This design comes from an exercise in tuning for small area on the open sky130 flow, not from production work.
In this exercise RTL edits were held to simulation tests only and were not proved equivalent to the original.
No activity file was given, so power comes from the tool's default toggle rates.

==> flow/design.v <==
module pipeline(
    input           clk,
    input           reset,
    input           stall,
    output[15:0]    iaddr,
    input[15:0]     idata,
    output[15:0]    daddr,
    output[15:0]    ddata_out,
    input[15:0]     ddata_in,
    output          dwrite_en,
    output          dread_en);
    localparam IT_ARITH = 3'b000;
    localparam IT_LOAD = 3'b001;
    localparam IT_STORE = 3'b010;
    localparam IT_ADDI = 3'b011;
    localparam IT_LUI = 3'b100;
    localparam IT_CONDBR = 3'b101;
    localparam IT_UNCONDBR = 3'b110;
    localparam IT_BRANCHREG = 3'b111;
    localparam OP_AND = 3'b000;
    localparam OP_OR = 3'b001;
    localparam OP_SHL = 3'b010;
    localparam OP_SHR = 3'b011;
    localparam OP_ADD = 3'b100;
    localparam OP_SUB = 3'b101;
    localparam OP_XOR = 3'b110;
    localparam OP_NOT = 3'b111;
    reg[15:0] pc;                
    reg[127:0] registers;        
    reg[7:0] reg_valid;          
    reg[3:0] condition_codes;    
    reg[15:0] id_ex_instruction;
    reg[15:0] id_ex_pc;          
    reg id_ex_bypass_a;          
    reg id_ex_bypass_b;          
    reg ex_wb_has_writeback;
    reg ex_wb_is_load;
    reg[2:0] ex_wb_reg;
    reg[15:0] ex_wb_result;
    wire[15:0] inst = id_ex_instruction;
    wire[2:0] ex_type = inst[15:13];
    wire[2:0] ex_op = inst[11:9];
    wire[2:0] ex_ra = inst[5:3];
    wire[2:0] ex_rb = inst[8:6];
    wire ex_is_arith = ex_type == IT_ARITH;
    wire ex_is_pc_relative = ex_type == IT_CONDBR || ex_type == IT_UNCONDBR;
    reg[15:0] ex_immediate;
    always @*
    begin
        case (ex_type)
            IT_STORE: ex_immediate = { {9{inst[12]}}, inst[12:9], inst[2:0] };
            IT_LUI: ex_immediate = { inst[12:3], 6'd0 };
            IT_CONDBR: ex_immediate = { {6{inst[9]}}, inst[9:0] };
            IT_UNCONDBR: ex_immediate = { {4{inst[11]}}, inst[11:0] };
            default: ex_immediate = { {9{inst[12]}}, inst[12:6] };
        endcase
    end
    wire ex_bypass_a = id_ex_bypass_a;
    wire ex_bypass_b = id_ex_bypass_b;
    wire ex_a_is_reg = !ex_type[2];
    reg[15:0] ex_operand1;
    reg[15:0] ex_regb_bypassed;
    integer k;
    always @*
    begin
        ex_operand1 = ({16{ex_is_pc_relative}} & id_ex_pc)
            | ({16{ex_a_is_reg && ex_bypass_a}} & ex_wb_result);
        ex_regb_bypassed = {16{ex_bypass_b}} & ex_wb_result;
        for (k = 0; k < 8; k = k + 1)
        begin
            ex_operand1 = ex_operand1 | ({16{ex_a_is_reg && !ex_bypass_a
                && ex_ra == k && reg_valid[k]}} & registers[k * 16 +: 16]);
            ex_regb_bypassed = ex_regb_bypassed | ({16{!ex_bypass_b
                && ex_rb == k && reg_valid[k]}} & registers[k * 16 +: 16]);
        end
    end
    wire[15:0] ex_operand2 = (ex_is_arith || ex_type == IT_BRANCHREG)
        ? ex_regb_bypassed : ex_immediate;
    wire ex_do_subtract = ex_is_arith && ex_op == OP_SUB;
    wire[15:0] ex_addend = {16{ex_do_subtract}} ^ ex_operand2;
    wire[15:0] ex_g = ex_operand1 & ex_addend;
    wire[15:0] ex_p = ex_operand1 ^ ex_addend;
    wire[16:0] ex_carry;
    wire[16:0] ex_sum;
    assign ex_carry[0] = ex_do_subtract;
    genvar i;
    generate
        for (i = 0; i < 16; i = i + 1)
        begin : rca
            assign ex_carry[i + 1] = ex_g[i] | (ex_p[i] & ex_carry[i]);
        end
    endgenerate
    assign ex_sum[15:0] = ex_p ^ ex_carry[15:0];
    assign ex_sum[16] = ex_carry[16];
    wire ex_overflow = ex_operand2[15] == ex_sum[15]
        && ex_operand1[15] != ex_operand2[15];
    wire ex_sel_sum = !ex_is_arith || ex_op == OP_ADD || ex_op == OP_SUB;
    wire ex_sel_and = ex_is_arith && ex_op == OP_AND;
    wire ex_sel_or = ex_is_arith && ex_op == OP_OR;
    wire ex_sel_xor = ex_is_arith && ex_op == OP_XOR;
    wire ex_sel_not = ex_is_arith && ex_op == OP_NOT;
    wire ex_sel_shl = ex_is_arith && ex_op == OP_SHL;
    wire ex_sel_shr = ex_is_arith && ex_op == OP_SHR;
    wire[15:0] ex_alu_result = ({16{ex_sel_sum}} & ex_sum[15:0])
        | ({16{ex_sel_and}} & ex_g)
        | ({16{ex_sel_or}} & (ex_g | ex_p))
        | ({16{ex_sel_xor}} & ex_p)
        | ({16{ex_sel_not}} & ~ex_operand1)
        | ({16{ex_sel_shl}} & { ex_operand1[14:0], 1'b0 })
        | ({16{ex_sel_shr}} & { 1'b0, ex_operand1[15:1] });
    wire ex_carry_out = (ex_is_arith && (ex_op == OP_ADD || ex_op == OP_SUB)
            && (ex_sum[16] ^ ex_do_subtract))
        | (ex_sel_shl & ex_operand1[15])
        | (ex_sel_shr & ex_operand1[0]);
    wire ex_branch_flag = condition_codes[inst[11:10]];
    wire ex_branch_en = ex_type == IT_UNCONDBR || ex_type == IT_BRANCHREG
        || (ex_type == IT_CONDBR && (ex_branch_flag ^ inst[12]));
    wire[15:0] ex_branch_target = ex_alu_result;
    assign daddr = ex_alu_result;
    assign dwrite_en = ex_type == IT_STORE;
    assign dread_en = ex_type == IT_LOAD;
    assign ddata_out = ex_regb_bypassed;
    wire[15:0] pc_inc = pc + { 15'd0, !stall };
    assign iaddr = ex_branch_en ? ex_branch_target : pc_inc;
    always @(posedge clk, posedge reset)
    begin
        if (reset)
            pc <= 16'hffff;
        else
            pc <= iaddr;
    end
    always @(posedge clk)
        id_ex_pc <= pc_inc;
    wire ex_has_writeback = ex_is_arith || ex_type == IT_LOAD
        || ex_type == IT_ADDI || ex_type == IT_LUI;
    always @(posedge clk, posedge reset)
    begin
        if (reset)
        begin
            id_ex_instruction <= 0;
            id_ex_bypass_a <= 0;
            id_ex_bypass_b <= 0;
        end
        else if (!stall)
        begin
            id_ex_instruction <= idata;
            id_ex_bypass_a <= ex_has_writeback && inst[2:0] == idata[5:3];
            id_ex_bypass_b <= ex_has_writeback && inst[2:0] == idata[8:6];
        end
    end
    always @(posedge clk, posedge reset)
    begin
        if (reset)
        begin
            ex_wb_has_writeback <= 0;
            condition_codes <= 0;
        end
        else if (!stall)
        begin
            ex_wb_has_writeback <= ex_has_writeback;
            if (ex_is_arith || ex_type == IT_ADDI)
                condition_codes <= { ex_overflow, ex_carry_out, ex_alu_result[15],
                    ex_alu_result == 16'd0 };
        end
    end
    always @(posedge clk)
    begin
        if (!stall)
        begin
            ex_wb_is_load <= ex_type == IT_LOAD;
            ex_wb_reg <= inst[2:0];
            ex_wb_result <= ex_alu_result;
        end
    end
    wire[15:0] wb_value = ex_wb_is_load ? ddata_in : ex_wb_result;
    always @(posedge clk, posedge reset)
    begin
        if (reset)
            reg_valid <= 0;
        else if (ex_wb_has_writeback)
            reg_valid[ex_wb_reg] <= 1'b1;
    end
    genvar r;
    generate
        for (r = 0; r < 8; r = r + 1)
        begin : regfile
            always @(posedge clk)
            begin
                if (ex_wb_has_writeback && ex_wb_reg == r)
                    registers[r * 16 +: 16] <= wb_value;
            end
        end
    endgenerate
endmodule
==> flow/config.mk <==
export PLATFORM = sky130hd
export DESIGN_NAME = pipeline
export DESIGN_NICKNAME = pipeline
export VERILOG_FILES = /design/flow/design.v
export SDC_FILE = /design/flow/constraint.sdc
export NUM_CORES = 4
export LEC_CHECK = 0
export CAP_MARGIN = 10
export CORE_MARGIN = 2
export CORE_UTILIZATION = 45
export PLACE_DENSITY = 0.65
export SLEW_MARGIN = 10
==> flow/constraint.sdc <==
create_clock -name core_clock -period 12.0 [get_ports {clk}]
set_input_delay 2.4000 -clock core_clock [delete_from_list [all_inputs] [get_ports {clk}]]
set_output_delay 2.4000 -clock core_clock [all_outputs]
set_load 0.01 [all_outputs]
standard.sh (not shown) runs the stock make flow with config.mk's settings and CLKGATE_MAP_FILE= SYNTH_SCRIPT=/design/flow/synth_recipe.tcl, a recipe that flattens the netlist after the stock synthesis.
==> flow/flow/run.sh <==
#!/bin/bash
# Own layout flow: the standard flow (standard.sh) with these changes:
#  - synthesis: ABC maps the logic with an area-oriented script
#    (flow/abc_area.script) instead of ORFS's delay-oriented one, and the
#    adder step (extract_fa to full/half adder cells) is skipped so that ABC
#    maps that logic too. The flip-flop mapping and everything else is the
#    standard synthesis, so the registers, their names and their cells are
#    the standard synthesis's.
#  - placement: every input and output port still gets a buffer, but the
#    smallest buffer cell (buf_1) rather than a delay buffer.
#  - clock tree: larger sink clusters and no dummy loads.
set -euo pipefail
W=$(pwd)
HERE=$(cd "$(dirname "${BASH_SOURCE[0]}")" && pwd)

# ORFS's synth.tcl with the ABC script swapped right after its preamble.
awk -v abc="$HERE/abc_area.script" '
  { print }
  /^source \$::env\(SCRIPTS_DIR\)\/synth_preamble.tcl/ {
    print "lset abc_args 1 {" abc "}"
    print "puts \"Own flow: ABC script [lindex $abc_args 1]\""
  }
  /^# Technology mapping of adders/ {
    print "set ::env(ADDER_MAP_FILE) {}"
  }' "$FLOW_HOME/scripts/synth.tcl" > "$W/own_synth.tcl"
grep -q "^lset abc_args 1" "$W/own_synth.tcl"
grep -q "^set ::env(ADDER_MAP_FILE) {}" "$W/own_synth.tcl"

# synth_recipe.tcl (the standard synthesis wrapper), sourcing the copy above.
sed "s#source \$::env(SCRIPTS_DIR)/synth.tcl#source {$W/own_synth.tcl}#" \
  synth_recipe.tcl > "$W/own_synth_recipe.tcl"
grep -q "own_synth.tcl" "$W/own_synth_recipe.tcl"

# standard.sh, with the synthesis script replaced.
sed -E "s#SYNTH_SCRIPT=[^ ]+#SYNTH_SCRIPT=$W/own_synth_recipe.tcl#" standard.sh > "$W/own_standard.sh"
grep -q "own_synth_recipe.tcl" "$W/own_standard.sh"

export BUFFER_PORTS_ARGS="-buffer_cell sky130_fd_sc_hd__buf_1"
export CTS_ARGS="-sink_clustering_enable -repair_clock_nets -dont_use_dummy_load -sink_clustering_size 28 -sink_clustering_max_diameter 110"

bash "$W/own_standard.sh" finish > "$W/flow_make.log" 2>&1
test -s "$W/out/final.def"
==> flow/flow/abc_area.script <==
strash
ifraig
scorr
dc2
strash
&get -n
&st
&dch -f
&nf -a -R 1000
&put
The first run ran to the end with no violations.
Next try:
--- a/flow/flow/run.sh
+++ b/flow/flow/run.sh
@@ -39 +39 @@
-export CTS_ARGS="-sink_clustering_enable -repair_clock_nets -dont_use_dummy_load -sink_clustering_size 28 -sink_clustering_max_diameter 110"
+export CTS_ARGS="-sink_clustering_enable -repair_clock_nets -dont_use_dummy_load -sink_clustering_size 25 -sink_clustering_max_diameter 100"
--- a/flow/config.mk
+++ b/flow/config.mk
@@ -10,2 +10,2 @@
-export CORE_UTILIZATION = 45
-export PLACE_DENSITY = 0.65
+export CORE_UTILIZATION = 30
+export PLACE_DENSITY = 0.45
Outcome: Global-route usage falls by 6.4 points; maximum frequency falls by 0.50%; final cell count rises by 14%; combinational power rises by 3.0%; power rises by 3.2%; wire length rises by 15%.
Next try:
--- a/flow/flow/run.sh
+++ b/flow/flow/run.sh
@@ -39 +39 @@
-export CTS_ARGS="-sink_clustering_enable -repair_clock_nets -dont_use_dummy_load -sink_clustering_size 25 -sink_clustering_max_diameter 100"
+export CTS_ARGS="-sink_clustering_enable -repair_clock_nets -dont_use_dummy_load -sink_clustering_size 28 -sink_clustering_max_diameter 110"
--- a/flow/config.mk
+++ b/flow/config.mk
@@ -10,2 +10,2 @@
-export CORE_UTILIZATION = 30
-export PLACE_DENSITY = 0.45
+export CORE_UTILIZATION = 52
+export PLACE_DENSITY = 0.72
What happened: Clock power drops by about 10%. Routed wire length drops by about 15%. Global-route usage climbs by 9.7 points. Total power drops by about 3%. Utilization climbs by 24 points. Worst hold slack hardly moves. Synthesized cell count does not change. Cell area drops by 3.0%. Non-clock buffer count drops by 7. Sequential power hardly moves.
Next try:
--- a/flow/config.mk
+++ b/flow/config.mk
@@ -10,2 +10,2 @@
-export CORE_UTILIZATION = 52
-export PLACE_DENSITY = 0.72
+export CORE_UTILIZATION = 30
+export PLACE_DENSITY = 0.45
Area after synthesis stays the same.
Sequential power barely changes.
Global-route usage goes down by 9.8 points.
Utilization fell by 24 points.
Routed wire length rose by 17%.
Worst hold slack gains 6.5 ps.
Count of clock-buffer cells in the layout is unchanged.
Final area grows by 2.7%.
Register-to-register slack loses 180 ps.
Combinational power grows by 3.6%.

== v21 ==
RTL: the design.v shown in full above, as it stands there.
export LEC_CHECK = 0
export CAP_MARGIN = 0
export CORE_MARGIN = 2
export CORE_UTILIZATION = 30
export PLACE_DENSITY = 0.45
export SLEW_MARGIN = 0
create_clock -name core_clock -period 12.0 [get_ports {clk}]
==> flow/flow/run.sh <==
#!/bin/bash
# Own layout flow: the standard flow (standard.sh) with these changes:
#  - synthesis: ABC maps the logic with an area-oriented script
#    (flow/abc_area.script) instead of ORFS's delay-oriented one, and the
#    adder step (extract_fa to full/half adder cells) is skipped so that ABC
#    maps that logic too. The flip-flop mapping and everything else is the
#    standard synthesis, so the registers, their names and their cells are
#    the standard synthesis's.
#  - placement: every input and output port still gets a buffer, but the
#    smallest buffer cell (buf_1) rather than a delay buffer.
#  - clock tree: larger sink clusters and no dummy loads.
set -euo pipefail
W=$(pwd)
HERE=$(cd "$(dirname "${BASH_SOURCE[0]}")" && pwd)

# ORFS's synth.tcl with the ABC script swapped right after its preamble.
awk -v abc="$HERE/abc_area.script" '
  { print }
  /^source \$::env\(SCRIPTS_DIR\)\/synth_preamble.tcl/ {
    print "lset abc_args 1 {" abc "}"
    print "puts \"Own flow: ABC script [lindex $abc_args 1]\""
  }
  /^# Technology mapping of adders/ {
    print "set ::env(ADDER_MAP_FILE) {}"
  }' "$FLOW_HOME/scripts/synth.tcl" > "$W/own_synth.tcl"
grep -q "^lset abc_args 1" "$W/own_synth.tcl"
grep -q "^set ::env(ADDER_MAP_FILE) {}" "$W/own_synth.tcl"

# synth_recipe.tcl (the standard synthesis wrapper), sourcing the copy above.
sed "s#source \$::env(SCRIPTS_DIR)/synth.tcl#source {$W/own_synth.tcl}#" \
  synth_recipe.tcl > "$W/own_synth_recipe.tcl"
grep -q "own_synth.tcl" "$W/own_synth_recipe.tcl"

# standard.sh, with the synthesis script replaced.
sed -E "s#SYNTH_SCRIPT=[^ ]+#SYNTH_SCRIPT=$W/own_synth_recipe.tcl#" standard.sh > "$W/own_standard.sh"
grep -q "own_synth_recipe.tcl" "$W/own_standard.sh"

export BUFFER_PORTS_ARGS="-buffer_cell sky130_fd_sc_hd__buf_1"
export CTS_ARGS="-sink_clustering_enable -repair_clock_nets -dont_use_dummy_load -sink_clustering_size 28 -sink_clustering_max_diameter 110"

bash "$W/own_standard.sh" finish > "$W/flow_make.log" 2>&1
test -s "$W/out/final.def"
Scripts as last shown in full above: flow/flow/abc_area.script
Here is what was changed in the inputs of v14 compared with v21.
# v21
export LEC_CHECK = 0
export CAP_MARGIN = 0
export CORE_MARGIN = 2
export CORE_UTILIZATION = 30
export PLACE_DENSITY = 0.45
export SLEW_MARGIN = 0
create_clock -name core_clock -period 12.0 [get_ports {clk}]
# v14
export LEC_CHECK = 0
export CAP_MARGIN = 10
export CORE_MARGIN = 2
export CORE_UTILIZATION = 30
export GPL_TIMING_DRIVEN = 0
export PLACE_DENSITY = 0.45
export SLEW_MARGIN = 10
create_clock -name core_clock -period 12.0 [get_ports {clk}]
diff --git a/flow/flow/run.sh b/flow/flow/run.sh
--- a/flow/flow/run.sh
+++ b/flow/flow/run.sh
@@ -39 +39 @@
-export CTS_ARGS="-sink_clustering_enable -repair_clock_nets -dont_use_dummy_load -sink_clustering_size 28 -sink_clustering_max_diameter 110"
+export CTS_ARGS="-sink_clustering_enable -repair_clock_nets -dont_use_dummy_load -sink_clustering_size 25 -sink_clustering_max_diameter 100"
--- outcome ---
In v14 the count of clock-buffer cells in the layout turned out 1 higher than in v21.
The number of buffers inserted during clock tree synthesis in v14 was higher than what v21 gave.
Diff v14..v21 | power consumption | negligible
Row multi-input gate area in the final layout: v14 higher / v21 lower
Re combinational power: v14 is about 1% down on v21.
Synthesis-to-finish area growth: v14 vs v21 up 0.90 points
Compared with v21, in v14 stage delay of the slowest cell on the critical path moved up; met2 demand-to-capacity share in global routing shows a reduction of 0.43 points; clock period minus worst slack grew by 660 ps; fraction of layout cells with a size suffix above 1 has decreased.
The final clock period utilization by the worst path of v14 exceeds that of v21 by 5.5 points.
Here is what was changed in the inputs of v18 compared with v14.
# v14
export LEC_CHECK = 0
export CAP_MARGIN = 10
export CORE_MARGIN = 2
export CORE_UTILIZATION = 30
export GPL_TIMING_DRIVEN = 0
export PLACE_DENSITY = 0.45
export SLEW_MARGIN = 10
create_clock -name core_clock -period 12.0 [get_ports {clk}]
# v18
export LEC_CHECK = 0
export CAP_MARGIN = 20
export CORE_MARGIN = 2
export CORE_UTILIZATION = 30
export PLACE_DENSITY = 0.45
export SLEW_MARGIN = 20
create_clock -name core_clock -period 12.0 [get_ports {clk}]
diff --git a/flow/flow/run.sh b/flow/flow/run.sh
--- a/flow/flow/run.sh
+++ b/flow/flow/run.sh
@@ -39 +39 @@
-export CTS_ARGS="-sink_clustering_enable -repair_clock_nets -dont_use_dummy_load -sink_clustering_size 25 -sink_clustering_max_diameter 100"
+export CTS_ARGS="-sink_clustering_enable -repair_clock_nets -dont_use_dummy_load -sink_clustering_size 20 -sink_clustering_max_diameter 100"
Notes after the runs:
- Compared with v14, cell count in v18 increased slightly.
- v18 does better than v14 on worst setup slack.
- v18 and v14 ended up with nearly the same detailed-route wire length on metal 1.
- Taking v14 as the reference, in v18 overall via count from detail_route moved down; clock skew now smaller; clock-buffer cell count up 3; number of global-route vias before repair fell by 128.
- On final hold slack, v14 tracks v18 almost exactly.
- Going from v14 to v18, the post-layout total power was found to have gone up by about 3%.
- v14 -> v18: synthesized area flat
Input changes introduced in v28 (baseline for comparison: v18):
# v18
export LEC_CHECK = 0
export CAP_MARGIN = 20
export CORE_MARGIN = 2
export CORE_UTILIZATION = 30
export PLACE_DENSITY = 0.45
export SLEW_MARGIN = 20
create_clock -name core_clock -period 12.0 [get_ports {clk}]
# v28
export LEC_CHECK = 0
export CAP_MARGIN = 10
export CORE_MARGIN = 2
export CORE_UTILIZATION = 30
export PLACE_DENSITY = 0.45
export SLEW_MARGIN = 10
create_clock -name core_clock -period 12.0 [get_ports {clk}]
diff --git a/flow/flow/run.sh b/flow/flow/run.sh
--- a/flow/flow/run.sh
+++ b/flow/flow/run.sh
@@ -39 +39 @@
-export CTS_ARGS="-sink_clustering_enable -repair_clock_nets -dont_use_dummy_load -sink_clustering_size 20 -sink_clustering_max_diameter 100"
+export CTS_ARGS="-sink_clustering_enable -repair_clock_nets -dont_use_dummy_load -sink_clustering_size 32 -sink_clustering_max_diameter 120"
Notes after the runs:
- Summary: cell area, v28 better than v18
- The share of the cycle needed by the critical path after routing number comes out higher for v28 vs v18.
- Side by side, area fraction of clock buffers and clock inverters turned out lower in v28 than in v18.
- Comparing v28 against v18, there is no change at all in number of hold-repair buffers added at the cts stage.
- Re number of tap cells inserted: no difference whatsoever between v18 and v28.
- Max final-stage net count across v18 and v28: v18
- On v28: number of global-route vias before repair is 74 lower than what v18 gave.
- There was hardly any difference in detail-routed net length per standard cell between v18 and v28.

## what the ideal ports hide
In the flow no input, the clock included, has a driving cell. The finished layouts below were timed again as built, in two steps.
Step 1, drivers: a clkbuf_16 drives clk and a buf_2 each remaining input, both assumed.
Step 2 also shifts input and output timing later by t, the mid clock arrival at the registers, as if the neighbouring blocks saw the same clock.
a / b / c = ideal / step 1 / step 2; a / b = the first two.
run	shift t [ns]	setup WS [ns]	worst register clock-pin slew, ns	worst slew at a driven data input, ns
the first run of note 1	0.524	1.997 / 1.945 / 2.468	0.11 / 0.11	0.04
the second run of note 1	0.526	1.946 / 1.897 / 2.424	0.10 / 0.10	0.04
the third run of note 1	0.517	2.139 / 2.093 / 2.610	0.11 / 0.11	0.04
the fourth run of note 1	0.521	1.946 / 1.899 / 2.420	0.11 / 0.11	0.04
v21	0.521	1.946 / 1.899 / 2.420	0.11 / 0.11	0.04
v14	0.524	1.291 / 1.241 / 1.765	0.10 / 0.10	0.04
v18	0.527	1.991 / 1.944 / 2.471	0.08 / 0.08	0.04
v28	0.512	1.965 / 1.920 / 2.432	0.12 / 0.12	0.04
After both steps setup and hold are still met in every run listed.
